What follows belongs to an exercise in optimizing a design on an open flow for small area, a short achievable clock period and few clock cycles per item; a production flow would make more cautious choices.
The RTL was checked by simulation tests, not by an equivalence proof against the original design.
Power and IR drop assume default switching activity.

## main
## SQRT
module SQRT(
	RST,
	CLK,
	IN_VALID,
	IN,
	OUT_VALID,
	OUT
);
input CLK;
input RST;
input [15:0] IN;
input IN_VALID;
output [11:0] OUT;
output OUT_VALID;
reg OUT_VALID;
reg [3:0] k;        
reg [13:0] G;       
reg [2:0] L;        
reg [12:0] B;       
reg formP;          
wire idle = (k == 4'd15);
wire last = (k == 4'd0);
wire cin = formP | (|L);
wire [14:0] sum = {1'b0, G} + {2'b01, ~B} + {14'd0, cin};
wire acc = sum[14];
wire xbit = L[2] ^ ~(L[1] | L[0]);   
wire inbit = (formP | acc) ? xbit : L[2];
wire [13:0] rem = acc ? sum[13:0] : G;
wire big = (&IN[15:4]) & (|IN[3:0]);
always @(posedge CLK) begin
	if (idle) begin
		G <= big ? 14'd0 : {1'b0, IN[15:3]};
		L <= big ? 3'd0 : IN[2:0];
		formP <= 1'b0;
	end else begin
		formP <= formP | acc;
		G <= {rem[12:0], inbit};
		L <= {L[1:0], 1'b0};
	end
end
integer i;
always @(posedge CLK) begin
	for (i = 0; i < 13; i = i + 1) begin
		if (idle)
			B[i] <= (i < 11);
		else if (k == i - 1)
			B[i] <= acc;
		else if (k == i + 1)
			B[i] <= 1'b0;
	end
end
assign OUT = B[12:1];
always @(posedge CLK) begin
	if (RST)
		k <= 4'd15;
	else if (IN_VALID)
		k <= 4'd11;
	else if (!idle)
		k <= k - 4'd1;
end
always @(posedge CLK) begin
	if (RST)
		OUT_VALID <= 1'b0;
	else
		OUT_VALID <= last;
end
endmodule
Settings: LEC_CHECK=0, CAP_MARGIN=20, CORE_MARGIN=2, CORE_UTILIZATION=60, CTS_BUF_LIST=sky130_fd_sc_hd__clkbuf_4, SLEW_MARGIN=20; clock period 10.0 ns.
standard.sh (not shown) runs the stock make flow with config.mk's settings and CLKGATE_MAP_FILE= SYNTH_SCRIPT=/design/flow/synth_recipe.tcl, a recipe that flattens the netlist after the stock synthesis.
==> flow/flow/run.sh <==
#!/bin/bash
# Standard layout, with the smallest buffer on each input and output port,
# and timing repair aimed at a setup slack well beyond the required 0.
set -euo pipefail
export BUFFER_PORTS_ARGS="-buffer_cell sky130_fd_sc_hd__buf_1"
export SETUP_SLACK_MARGIN=7.3
bash standard.sh > standard_make.log 2>&1
Testbench counts of main, summed over its fixed seeds: cycles 41,608, items 3,200.
### main -> the feature branch
Settings: a deleted CTS_BUF_LIST that had been sky130_fd_sc_hd__clkbuf_4.
==> flow/flow/run.sh <==
#!/bin/bash
# Standard layout, except:
# - ABC maps the logic with flow/area.abc (area-oriented) instead of the speed script;
#   everything else in synthesis is the standard script (synth_recipe.tcl), so the
#   registers and their names are the standard synthesis's;
# - the smallest buffer on each input and output port;
# - timing repair aimed at a setup slack well beyond the required 0.
set -euo pipefail
W=$PWD
export BUFFER_PORTS_ARGS="-buffer_cell sky130_fd_sc_hd__buf_1"
export SETUP_SLACK_MARGIN=6.8
export MY_ABC_SCRIPT=$W/flow/area.abc
export FLOW_SYNTH_TCL=$W/synth_recipe.tcl
sed "s#SYNTH_SCRIPT=[^ ]*#SYNTH_SCRIPT=$W/flow/my_synth.tcl#" standard.sh > my_standard.sh
grep -q "SYNTH_SCRIPT=$W/flow/my_synth.tcl" my_standard.sh
bash my_standard.sh > standard_make.log 2>&1
==> flow/flow/area.abc (new file) <==
strash
dch
map -a
topo
==> flow/flow/my_synth.tcl (new file) <==
# The standard synthesis, with its ABC mapping script replaced by the one in MY_ABC_SCRIPT.
proc abc {args} {
  set i [lsearch -exact $args -script]
  if { $i >= 0 && [info exists ::env(MY_ABC_SCRIPT)] } {
    set args [lreplace $args [expr {$i + 1}] [expr {$i + 1}] $::env(MY_ABC_SCRIPT)]
  }
  yosys abc {*}$args
}
source $::env(FLOW_SYNTH_TCL)
Findings:
- Measured against each other, main and the feature branch differ in wire length on met1, the lower figure coming from the feature branch.
- Looking only at routing usage on met2, and setting everything else aside, the higher value of main and the feature branch goes to the feature branch.
- Against main, the feature branch reports a share of the clock period used by the worst path that is higher.
- | fraction of the mapped netlist area in compound gates | lower: main |
- Changes observed in the feature branch relative to main: count of mapped cells out of synthesis has increased, overall power of the completed layout has decreased, final critical-path required period has increased.

---

Setup of run A:
The RTL this note starts from:
==> flow/design.v <==
module SQRT(
	RST,
	CLK,
	IN_VALID,
	IN,
	OUT_VALID,
	OUT
);
input CLK;
input RST;
input [15:0] IN;
input IN_VALID;
output [11:0] OUT;
output OUT_VALID;
reg OUT_VALID;
reg [13:0] G;       
reg [2:0] L;        
reg [13:0] E;       
reg formP;          
reg cin;            
wire idle = ~E[0];
reg [12:0] hot;
reg run;
integer i;
always @(*) begin
	run = 1'b1;
	for (i = 0; i < 13; i = i + 1) begin
		run = run & E[i];
		hot[i] = run & ~E[i+1];
	end
end
wire last = hot[0];
wire [12:0] B = E[13:1];
wire [14:0] sum = {1'b0, G} + {2'b01, ~B} + {14'd0, cin};
wire acc = sum[14];
wire xbit = L[2] ^ ~(L[1] | L[0]);   
wire inbit = (formP | acc) ? xbit : L[2];
wire [13:0] rem = acc ? sum[13:0] : G;
wire big = (&IN[15:4]) & (|IN[3:0]);
always @(posedge CLK) begin
	if (idle) begin
		G <= big ? 14'd0 : {1'b0, IN[15:3]};
		L <= big ? 3'd0 : IN[2:0];
		formP <= 1'b0;
		cin <= |IN[2:0];
	end else begin
		cin <= formP | acc | (|L[1:0]);
		G <= {rem[12:0], inbit};
		L <= {L[1:0], 1'b0};
		formP <= formP | acc;
	end
end
always @(posedge CLK) begin
	if (RST)
		E[0] <= 1'b0;
	else if (IN_VALID)
		E[0] <= 1'b1;
	else if (hot[0])
		E[0] <= 1'b0;
	for (i = 1; i < 14; i = i + 1) begin
		if (IN_VALID)
			E[i] <= (i < 12);
		else if (i >= 2 && hot[i-2])
			E[i] <= acc;
		else if (i < 13 && hot[i])
			E[i] <= 1'b0;
	end
end
assign OUT = E[13:2];
always @(posedge CLK) begin
	if (RST)
		OUT_VALID <= 1'b0;
	else
		OUT_VALID <= last;
end
endmodule
clock: 10.0 ns
lec_check: 0
cap_margin: 20
core_margin: 2
core_utilization: 60
slew_margin: 20
==> flow/flow/run.sh <==
#!/bin/bash
# Standard layout, except:
# - ABC maps the logic with flow/area.abc (area-oriented) instead of the speed script;
#   everything else in synthesis is the standard script (synth_recipe.tcl), so the
#   registers and their names are the standard synthesis's;
# - the smallest buffer on each input and output port;
# - timing repair aimed at a setup slack well beyond the required 0.
set -euo pipefail
W=$PWD
export BUFFER_PORTS_ARGS="-buffer_cell sky130_fd_sc_hd__buf_1"
export SETUP_SLACK_MARGIN=6.9
export CTS_ARGS="-sink_clustering_enable -repair_clock_nets -dont_use_dummy_load"
export MY_ABC_SCRIPT=$W/flow/area.abc
export FLOW_SYNTH_TCL=$W/synth_recipe.tcl
sed "s#SYNTH_SCRIPT=[^ ]*#SYNTH_SCRIPT=$W/flow/my_synth.tcl#" standard.sh > my_standard.sh
grep -q "SYNTH_SCRIPT=$W/flow/my_synth.tcl" my_standard.sh
bash my_standard.sh > standard_make.log 2>&1
==> flow/flow/area.abc <==
strash
&get -n
&dch -f
&nf -R 1000
&put
topo
==> flow/flow/my_synth.tcl <==
# The standard synthesis, with its ABC mapping script replaced by the one in MY_ABC_SCRIPT.
proc abc {args} {
  set i [lsearch -exact $args -script]
  if { $i >= 0 && [info exists ::env(MY_ABC_SCRIPT)] } {
    set args [lreplace $args [expr {$i + 1}] [expr {$i + 1}] $::env(MY_ABC_SCRIPT)]
  }
  yosys abc {*}$args
}
source $::env(FLOW_SYNTH_TCL)
Run A: done, clean on timing, DRC and antenna
Testbench counts of run A, summed over its fixed seeds: cycles 41,608, items 3,200.
Changes in run B relative to run A:
-- flow/flow/run.sh --
<<< run A, line 11
export SETUP_SLACK_MARGIN=6.9
export CTS_ARGS="-sink_clustering_enable -repair_clock_nets -dont_use_dummy_load"
>>> run B, line 11
export SETUP_SLACK_MARGIN=6.8
Results
- Re area of the mapped netlist: no difference whatsoever between run B and run A.
- As far as total count of hold-check failures in the final report goes, run A and run B are indistinguishable; the numbers are identical.
- Comparing run B and run A, number of filler cells placed in the layout is lower on run B.
- Looking at end point of the critical path, the OUT[6] result is from run B; the OUT[0] one comes from run A.
- The run with more routed wire is run B, not run A.
- When the final numbers for run B and run A were put side by side, the count of clock-buffer cells in the layout turned out to be greater in run B.
## Diff of input files: run C against run B
Settings: changing CORE_UTILIZATION from 60 to 45.
-- flow/flow/run.sh --
<<< run B, line 11
export SETUP_SLACK_MARGIN=6.8
>>> run C, line 11
export SETUP_SLACK_MARGIN=6.9
export CTS_ARGS="-sink_clustering_enable -repair_clock_nets -dont_use_dummy_load"
## What came out
From run B to run C the numbers moved as follows: sequential power share now smaller; power per cell area saw an increase; cell count along the critical path about even; fmax increased by about 3% relative to the old numbers. Going from run B to run C, worst hold slack held steady, detailed-route wire length went up, synthesis-to-finish area growth grew by 3.2 points.
What run D does differently from run C at the input level:
Settings: CORE_UTILIZATION changed from 45 to 60.
-- flow/flow/run.sh --
<<< run C, line 12
export CTS_ARGS="-sink_clustering_enable -repair_clock_nets -dont_use_dummy_load"
>>> run D, line 12
export CTS_ARGS="-sink_clustering_enable -repair_clock_nets -dont_use_dummy_load -sink_clustering_size 50 -sink_clustering_max_diameter 200 -root_buf sky130_fd_sc_hd__clkbuf_8 -buf_list sky130_fd_sc_hd__clkbuf_8"
## What came out
- Both conditions hold for run D: the flow ran to the end and the final layout passed the timing, DRC and antenna checks.
- Fraction of final layout cells with drive strength greater than 1 (run D over run C): decrease, 0.37 points
- The run with more routed wire is run C, not run D.
- Run D vs run C — met1 routed wirelength after detailed routing dropped by a few percent
- Sort run C and run D by post-layout instance count excluding filler cells, descending, and run C comes first.
- Adder and majority gate portion of the synthesized area across run C and run D: no real change.
- Summary of run D over run C: fraction of met2 tracks used by global routing +9.2 points, setup slack decreased 59 ps, total power of the final layout fell by 0.65%, die area decreased by 24% relative to the old numbers.
- Post-route fraction of the period consumed by the critical path: run C and run D compared, higher one is run D
- Compared with run C, run D ends up with a smaller final cell area.

## what the ideal ports hide
The results above use ideal ports. As a check the final layouts listed here were re-extracted and re-timed, cells and wires unchanged.
Step 1 (the two cells are an assumption about what drives the block):
set clk [get_ports {CLK}]
set_driving_cell -lib_cell sky130_fd_sc_hd__clkbuf_16 $clk
set_driving_cell -lib_cell sky130_fd_sc_hd__buf_2 [delete_from_list [all_inputs] $clk]
Step 2 moves the port delays by t, midway between the first and last clock arrival at a register: inputs arrive t later, outputs are due t later. That takes back most of the time a late clock gives input paths.
Slacks: ideal ports / drivers / drivers and shift; pairs: ideal ports / drivers.
run | t (ns) | setup WS [ns] | hold slack, ns | slew at the worst register clock pin (ns) | worst slew at a driven data input, ns
main | 0.383 | 7.143 / 7.122 / 6.775 | 0.479 / 0.479 / 0.479 | 0.12 / 0.12 | 0.06
the feature branch | 0.358 | 7.058 / 7.034 / 6.901 | 0.471 / 0.471 / 0.471 | 0.10 / 0.10 | 0.03
run A | 0.340 | 7.067 / 7.046 / 6.779 | 0.504 / 0.504 / 0.504 | 0.10 / 0.10 | 0.03
run B | 0.361 | 7.042 / 7.020 / 6.777 | 0.499 / 0.499 / 0.499 | 0.10 / 0.10 | 0.03
run C | 0.305 | 7.126 / 7.101 / 6.833 | 0.497 / 0.497 / 0.497 | 0.07 / 0.07 | 0.03
run D | 0.296 | 7.067 / 7.069 / 6.773 | 0.498 / 0.498 / 0.498 | 0.07 / 0.07 | 0.03
After both steps every run listed still meets setup and hold. For main, which loses most, drivers alone change the setup slack by -0.021 ns; drivers and shift together by -0.368 ns.
